Source: an optimization exercise on an open RTL-to-GDS flow (aim: small area). Production flows keep margins and buffers that such runs may drop.
Power figures rest on the tool's default switching activity, not on a simulated workload.

==> flow/design.v <==
module FA (
  input a,
  input b,
  input ci,
  output s,
  output co
);
  assign s = a ^ b ^ ci;
  assign co = (a & b) | (a & ci) | (b & ci);
endmodule
module HA (
  input a,
  input b,
  output s,
  output co
);
  assign s = a ^ b;
  assign co = a & b;
endmodule
module firFilter(dataOut1,r_out,dataIn1,rIn1, clk, rst, enable);
input clk,rst,enable;
output [16-1:0]dataOut1;
output r_out;
input [16-1:0]dataIn1;
input rIn1;
localparam L = 8;
reg mR;                      
reg [2:0] n;                 
reg [15:0] x, a1, o;         
reg [15:2] a2;               
wire [1:0] a2l = {d[1] ^ d[0], d[0]};
reg [13:0] d;                
reg c2, c1, co;              
always @(posedge clk) begin
  if (rst) begin
    mR <= 1'b0;
    n  <= 3'd0;
  end else if (enable) begin
    mR <= rIn1;
    n  <= !mR ? 3'd0 : n[2] ? 3'd4 : n + 3'd1;
  end
end
wire [15:0] s3;              
wire [15:0] k3;              
wire [15:2] a2n;
wire [15:0] a2c;             
genvar i;
generate
  for (i = 2; i <= 14; i = i + 1) begin : csa
    FA u (.a(d[i-2]), .b(x[i-1]), .ci(x[i]), .s(s3[i]), .co(k3[i+1]));
  end
endgenerate
assign s3[15] = d[13] ^ x[14] ^ x[15];
assign a2c[1] = x[1] & x[0];
HA a2h2 (.a(s3[2]), .b(a2c[1]), .s(a2n[2]), .co(a2c[2]));
generate
  for (i = 3; i < L; i = i + 1) begin : a2lo
    FA u (.a(s3[i]), .b(k3[i]), .ci(a2c[i-1]), .s(a2n[i]), .co(a2c[i]));
  end
endgenerate
HA a2hL (.a(s3[L]), .b(k3[L]), .s(a2n[L]), .co(a2c[L]));
generate
  for (i = L + 1; i <= 14; i = i + 1) begin : a2hi
    FA u (.a(s3[i]), .b(k3[i]), .ci(a2c[i-1]), .s(a2n[i]), .co(a2c[i]));
  end
endgenerate
assign a2n[15] = s3[15] ^ k3[15] ^ a2c[14];
wire [15:0] a1n;
wire [15:0] a1c;
assign a1n[0] = a2l[0];
HA a1h1 (.a(a2l[1]), .b(x[0]), .s(a1n[1]), .co(a1c[1]));
generate
  for (i = 2; i < L; i = i + 1) begin : a1lo
    FA u (.a(a2[i]), .b(x[i-1]), .ci(a1c[i-1]), .s(a1n[i]), .co(a1c[i]));
  end
endgenerate
FA a1fL (.a(a2[L]), .b(x[L-1]), .ci(c2), .s(a1n[L]), .co(a1c[L]));
generate
  for (i = L + 1; i <= 14; i = i + 1) begin : a1hi
    FA u (.a(a2[i]), .b(x[i-1]), .ci(a1c[i-1]), .s(a1n[i]), .co(a1c[i]));
  end
endgenerate
assign a1n[15] = a2[15] ^ x[14] ^ a1c[14];
wire [15:0] on;
wire [15:0] oc;
HA oh0 (.a(a1[0]), .b(x[0]), .s(on[0]), .co(oc[0]));
generate
  for (i = 1; i < L; i = i + 1) begin : olo
    FA u (.a(a1[i]), .b(x[i]), .ci(oc[i-1]), .s(on[i]), .co(oc[i]));
  end
endgenerate
FA ofL (.a(a1[L]), .b(x[L]), .ci(c1), .s(on[L]), .co(oc[L]));
generate
  for (i = L + 1; i <= 14; i = i + 1) begin : ohi
    FA u (.a(a1[i]), .b(x[i]), .ci(oc[i-1]), .s(on[i]), .co(oc[i]));
  end
endgenerate
assign on[15] = a1[15] ^ x[15] ^ oc[14];
always @(posedge clk) begin
  if (enable) begin
    x  <= dataIn1;
    d  <= x[13:0];
    a2 <= a2n;
    c2 <= a2c[L-1];
    a1 <= a1n;
    c1 <= a1c[L-1];
    o  <= on;
    co <= oc[L-1];
  end
end
wire [15:0] inc;             
assign inc[L] = co;
generate
  for (i = L; i <= 14; i = i + 1) begin : oinc
    HA u (.a(o[i]), .b(inc[i]), .s(dataOut1[i]), .co(inc[i+1]));
  end
endgenerate
assign dataOut1[15] = o[15] ^ inc[15];
assign dataOut1[L-1:0] = o[L-1:0];
assign r_out = n[2];
endmodule
export LEC_CHECK = 0
export CAP_MARGIN = 20
export CORE_MARGIN = 2
export CORE_UTILIZATION = 70
export PLACE_DENSITY = 0.85
export SLEW_MARGIN = 20
export SYNTH_HIERARCHICAL = 1
export SYNTH_MINIMUM_KEEP_SIZE = 0
create_clock -name core_clock -period 4.0 [get_ports {clk}]
standard.sh (not shown) runs the stock make flow with config.mk's settings and CLKGATE_MAP_FILE= SYNTH_SCRIPT=/design/flow/synth_recipe.tcl, a recipe that flattens the netlist after the stock synthesis.
==> flow/flow/run.sh <==
#!/bin/bash
# The standard layout, with two changes: the smallest buffer (buf_1) on
# every input and output port, and no dummy loads in the clock tree.
set -euo pipefail
export BUFFER_PORTS_ARGS="-buffer_cell sky130_fd_sc_hd__buf_1"
export CTS_ARGS="-sink_clustering_enable -repair_clock_nets -dont_use_dummy_load"
bash standard.sh finish > standard_finish.log 2>&1
Then changed:
--- a/flow/config.mk
+++ b/flow/config.mk
@@ -8,6 +8,6 @@
 export CAP_MARGIN = 20
 export CORE_MARGIN = 2
-export CORE_UTILIZATION = 70
-export PLACE_DENSITY = 0.85
+export CORE_UTILIZATION = 40
+export GPL_TIMING_DRIVEN = 0
 export SLEW_MARGIN = 20
 export SYNTH_HIERARCHICAL = 1
=> Power came out higher slightly; sequential share of layout area came out lower by 1.9 points; sequential power stays flat; utilization came out lower by 31 points; synthesized cell count is unchanged.
Function was not checked in any run of this note: the RTL went through the layout flow alone.

## what the ideal ports hide
Ports are ideal in the flow. The routed layouts listed here were re-timed in OpenROAD.
Step 1: set_driving_cell puts a clkbuf_16 on clk and a buf_2 on each other input, an assumption about the parent block.
Step 2 times the ports against the registers' clock, not the clock port: input delays grow and output delays shrink by t, the midpoint of the rising clock arrivals with the driver on.
a / b / c = ideal / step 1 / step 2; a / b = the first two.
run	shift t [ns]	slack for setup (ns)	worst setup path after step 2	slew at the worst register clock pin (ns)
the first run	0.366	0.119 / 0.119 / 0.119	register to register	0.08 / 0.08
the second run	0.364	0.122 / 0.122 / 0.122	register to register	0.09 / 0.09
After both steps setup and hold are still met in every run listed.
